What follows belongs to an exercise in optimizing a design on an open flow for small area; a production flow would make more cautious choices.
At most, simulation tests tie the RTL to the original design; equivalence was not proved.
Power and IR drop assume default switching activity.

== zinc ==
==> flow/design.v <==
module timer #(
    parameter timerBaseAddr = 0,
    parameter timerbits = 16,
    parameter addrWidth = 32
) (
    input sel,
    enable,
    reset,
    clk,
    write,
    input logic [addrWidth-1:0] addr,
    input logic [timerbits-1:0] wdata,
    output logic [timerbits-1:0] rdata,
    output logic ready,
    slverr
);
  logic [1:0] apb_state;
  logic [timerbits-1:0] current_value;
  logic [timerbits-1:0] max_value;
  logic pause;
  logic running;    
  logic complete;   
  wire [addrWidth-1:0] offs = addr - timerBaseAddr;
  wire in_range = (offs[addrWidth-1:2] == 0) && !(offs[1] && offs[0]);
  wire a_goal = offs[0];   
  wire a_curr = offs[1];   
  wire a_stat = !offs[1] && !offs[0];
  wire se = sel && enable;
  wire is_write = apb_state == 2'b10;
  wire is_read = apb_state == 2'b11;
  wire wr_cycle = reset && in_range && is_write && se;
  wire rd_cycle = reset && in_range && is_read && se;
  wire wr_stat = wr_cycle && a_stat;
  wire wr_goal = wr_cycle && a_goal;
  wire equal = current_value == max_value;
  wire goal_keep = reset && !wr_goal;
  wire [timerbits-1:0] goal_next = ({timerbits{wr_goal}} & wdata) |
                                   ({timerbits{goal_keep}} & max_value);
  wire cnt_keep = reset && !(wr_stat && !wdata[0]);
  wire [timerbits-1:0] carry;
  assign carry[0] = running && !pause;
  genvar i;
  generate
    for (i = 1; i < timerbits; i = i + 1) begin : g_carry
      assign carry[i] = carry[i-1] && current_value[i-1];
    end
  endgenerate
  wire [timerbits-1:0] cnt_next = {timerbits{cnt_keep}} & (current_value ^ carry);
  wire stat_keep = reset && !wr_stat;
  wire pause_next = (wr_stat && wdata[1]) || (stat_keep && pause);
  wire running_next = (wr_stat && wdata[0]) || (stat_keep && running && !equal);
  wire complete_next = stat_keep && (complete || (running && equal));
  wire bus_keep = reset && !in_range;
  wire bus_step = reset && in_range;
  logic [1:0] apb_next;
  always_comb begin
    case (apb_state)
      2'b00: apb_next = sel ? 2'b01 : 2'b00;
      2'b01: apb_next = se ? (write ? 2'b10 : 2'b11) : 2'b01;
      default: apb_next = se ? apb_state : 2'b00;
    endcase
    apb_next = ({2{bus_step}} & apb_next) | ({2{bus_keep}} & apb_state);
  end
  wire ready_next = (bus_step && apb_state[1]) || (bus_keep && ready);
  wire slverr_next = (bus_step && is_write && (slverr || (se && a_curr))) ||
                     (bus_keep && slverr);
  wire rd_keep = bus_keep || (bus_step && is_read && !se);
  wire rd_goal = rd_cycle && a_goal;
  wire rd_curr = rd_cycle && a_curr;
  wire rd_stat = rd_cycle && a_stat;
  wire [3:0] status = {complete, running, pause, running | complete};
  wire [timerbits-1:0] rdata_next = ({timerbits{rd_goal}} & max_value) |
                                    ({timerbits{rd_curr}} & current_value) |
                                    ({timerbits{rd_stat}} & {{(timerbits-4){1'b0}}, status}) |
                                    ({timerbits{rd_keep}} & rdata);
  always @(posedge clk) begin
    apb_state <= apb_next;
    current_value <= cnt_next;
    max_value <= goal_next;
    pause <= pause_next;
    running <= running_next;
    complete <= complete_next;
    rdata <= rdata_next;
    ready <= ready_next;
    slverr <= slverr_next;
  end
endmodule
export LEC_CHECK = 0
export CAP_MARGIN = 20
export CORE_MARGIN = 2
export CORE_UTILIZATION = 40
export SLEW_MARGIN = 20
create_clock -name core_clock -period 4.0 [get_ports {clk}]
standard.sh (not shown) runs the stock make flow with config.mk's settings and CLKGATE_MAP_FILE= SYNTH_SCRIPT=/design/flow/synth_recipe.tcl, a recipe that flattens the netlist after the stock synthesis.
==> flow/flow/run.sh <==
#!/bin/bash
# Layout flow: the standard flow (standard.sh) with three changes:
#  - synthesis is ORFS's synthesis script with an area-oriented ABC script
#    (flow/area.abc) and without the half-adder extraction step;
#  - the ports are buffered with the smallest buffer (buf_1);
#  - CTS uses small clock buffers and no dummy loads.
# Each tool's full output is in the ORFS logs under orfs/logs/, and make's in
# the *.log files here.
set -euo pipefail
HERE=$(pwd)
FLOWDIR=$HERE/flow

# Synthesis script: ORFS's synth.tcl with ABC running flow/area.abc.
sed "s|  log_cmd abc {\*}\$abc_args|  set abc_args [lreplace \$abc_args 1 1 $FLOWDIR/area.abc]\n  log_cmd abc {*}\$abc_args|" \
  "$FLOW_HOME/scripts/synth.tcl" > "$HERE/area_synth.tcl"
grep -q "area.abc" "$HERE/area_synth.tcl"
sed "s|source \$::env(SCRIPTS_DIR)/synth.tcl|source $HERE/area_synth.tcl|" \
  "$HERE/synth_recipe.tcl" > "$HERE/area_synth_recipe.tcl"
grep -q "area_synth.tcl" "$HERE/area_synth_recipe.tcl"

# standard.sh with that synthesis script and no adder mapping.
sed -e "s|SYNTH_SCRIPT=[^ ]*|SYNTH_SCRIPT=$HERE/area_synth_recipe.tcl ADDER_MAP_FILE=|" \
  "$HERE/standard.sh" > "$HERE/area_standard.sh"
grep -q "area_synth_recipe.tcl" "$HERE/area_standard.sh"

export BUFFER_PORTS_ARGS="-buffer_cell sky130_fd_sc_hd__buf_1"
export CTS_ARGS="-sink_clustering_enable -repair_clock_nets -dont_use_dummy_load -buf_list {sky130_fd_sc_hd__clkbuf_4 sky130_fd_sc_hd__clkbuf_8}"

bash "$HERE/area_standard.sh" > "$HERE/flow_make.log" 2>&1
==> flow/flow/area.abc <==
strash
dch -f
amap
strash
dch -f
amap
topo
The inputs of xenon differ from those of zinc as listed below.
--- a/flow/design.v
+++ b/flow/design.v
@@ -13,13 +13,14 @@
     output logic [timerbits-1:0] rdata,
     output logic ready,
     slverr
 );
   logic [1:0] apb_state;
   logic [timerbits-1:0] current_value;
-  logic [timerbits-1:0] max_value;
+  logic [timerbits-1:0] max_value_n;   
+  wire [timerbits-1:0] max_value = ~max_value_n;
   logic pause;
   logic running;    
   logic complete;   
   wire [addrWidth-1:0] offs = addr - timerBaseAddr;
   wire in_range = (offs[addrWidth-1:2] == 0) && !(offs[1] && offs[0]);
   wire a_goal = offs[0];   
@@ -31,14 +32,14 @@
   wire wr_cycle = reset && in_range && is_write && se;
   wire rd_cycle = reset && in_range && is_read && se;
   wire wr_stat = wr_cycle && a_stat;
   wire wr_goal = wr_cycle && a_goal;
   wire equal = current_value == max_value;
   wire goal_keep = reset && !wr_goal;
-  wire [timerbits-1:0] goal_next = ({timerbits{wr_goal}} & wdata) |
-                                   ({timerbits{goal_keep}} & max_value);
+  wire [timerbits-1:0] goal_next_n = ~(({timerbits{wr_goal}} & wdata) |
+                                   ({timerbits{goal_keep}} & max_value));
   wire cnt_keep = reset && !(wr_stat && !wdata[0]);
   wire [timerbits-1:0] carry;
   assign carry[0] = running && !pause;
   genvar i;
   generate
     for (i = 1; i < timerbits; i = i + 1) begin : g_carry
@@ -73,13 +74,13 @@
                                     ({timerbits{rd_curr}} & current_value) |
                                     ({timerbits{rd_stat}} & {{(timerbits-4){1'b0}}, status}) |
                                     ({timerbits{rd_keep}} & rdata);
   always @(posedge clk) begin
     apb_state <= apb_next;
     current_value <= cnt_next;
-    max_value <= goal_next;
+    max_value_n <= goal_next_n;
     pause <= pause_next;
     running <= running_next;
     complete <= complete_next;
     rdata <= rdata_next;
     ready <= ready_next;
     slverr <= slverr_next;
Results
Placed cell area of zinc is on par with xenon.
Going from zinc to xenon, critical path required time has remained practically unchanged; layout filler cell count has remained practically unchanged; average vias per placed instance has increased; power has decreased.
In the reports for xenon and zinc, the larger final setup slack of the worst path belongs to zinc.
Looking at buffering overhead, xenon sits 1.2 points higher than zinc does.
Between zinc and xenon, the delay of the slowest critical-path stage figures differ only marginally.
The run showing the greater total length of routed wires is zinc.
Summary: first-pass GRT wire length, xenon better than zinc
Post-DP HPWL of xenon falls short of that of zinc by a few percent.
The higher met1 capacity usage during global routing came out of xenon.
xenon ends up with lower wire length on met3 than zinc does.
For zinc, only the layout was checked, not whether the RTL still works.

## afterwards: timing with drivers on the ports
Ports are ideal in the flow. The routed layouts listed here were re-timed in OpenROAD.
Step 1 (the two cells are an assumption about what drives the block):
set clk [get_ports {clk}]
set_driving_cell -lib_cell sky130_fd_sc_hd__clkbuf_16 $clk
set_driving_cell -lib_cell sky130_fd_sc_hd__buf_2 [delete_from_list [all_inputs] $clk]
Step 2 times the ports against the registers' clock, not the clock port: input delays grow and output delays shrink by t, the midpoint of the rising clock arrivals with the driver on.
a / b / c = ideal ports / drivers / drivers and shift; a / b = the first two.
| run | t, ns | slack for setup (ns) | worst setup path at the end | cell pins on the clock port's net |
|---|---|---|---|---|
| zinc | 0.328 | 0.989 / 0.989 / 0.826 | input to register | 1 |
| xenon | 0.322 | 0.963 / 0.963 / 0.844 | input to register | 1 |
After both steps every run listed still meets setup and hold. For zinc, which loses most, drivers alone change the setup slack by 0.000 ns; drivers and shift together by -0.163 ns.
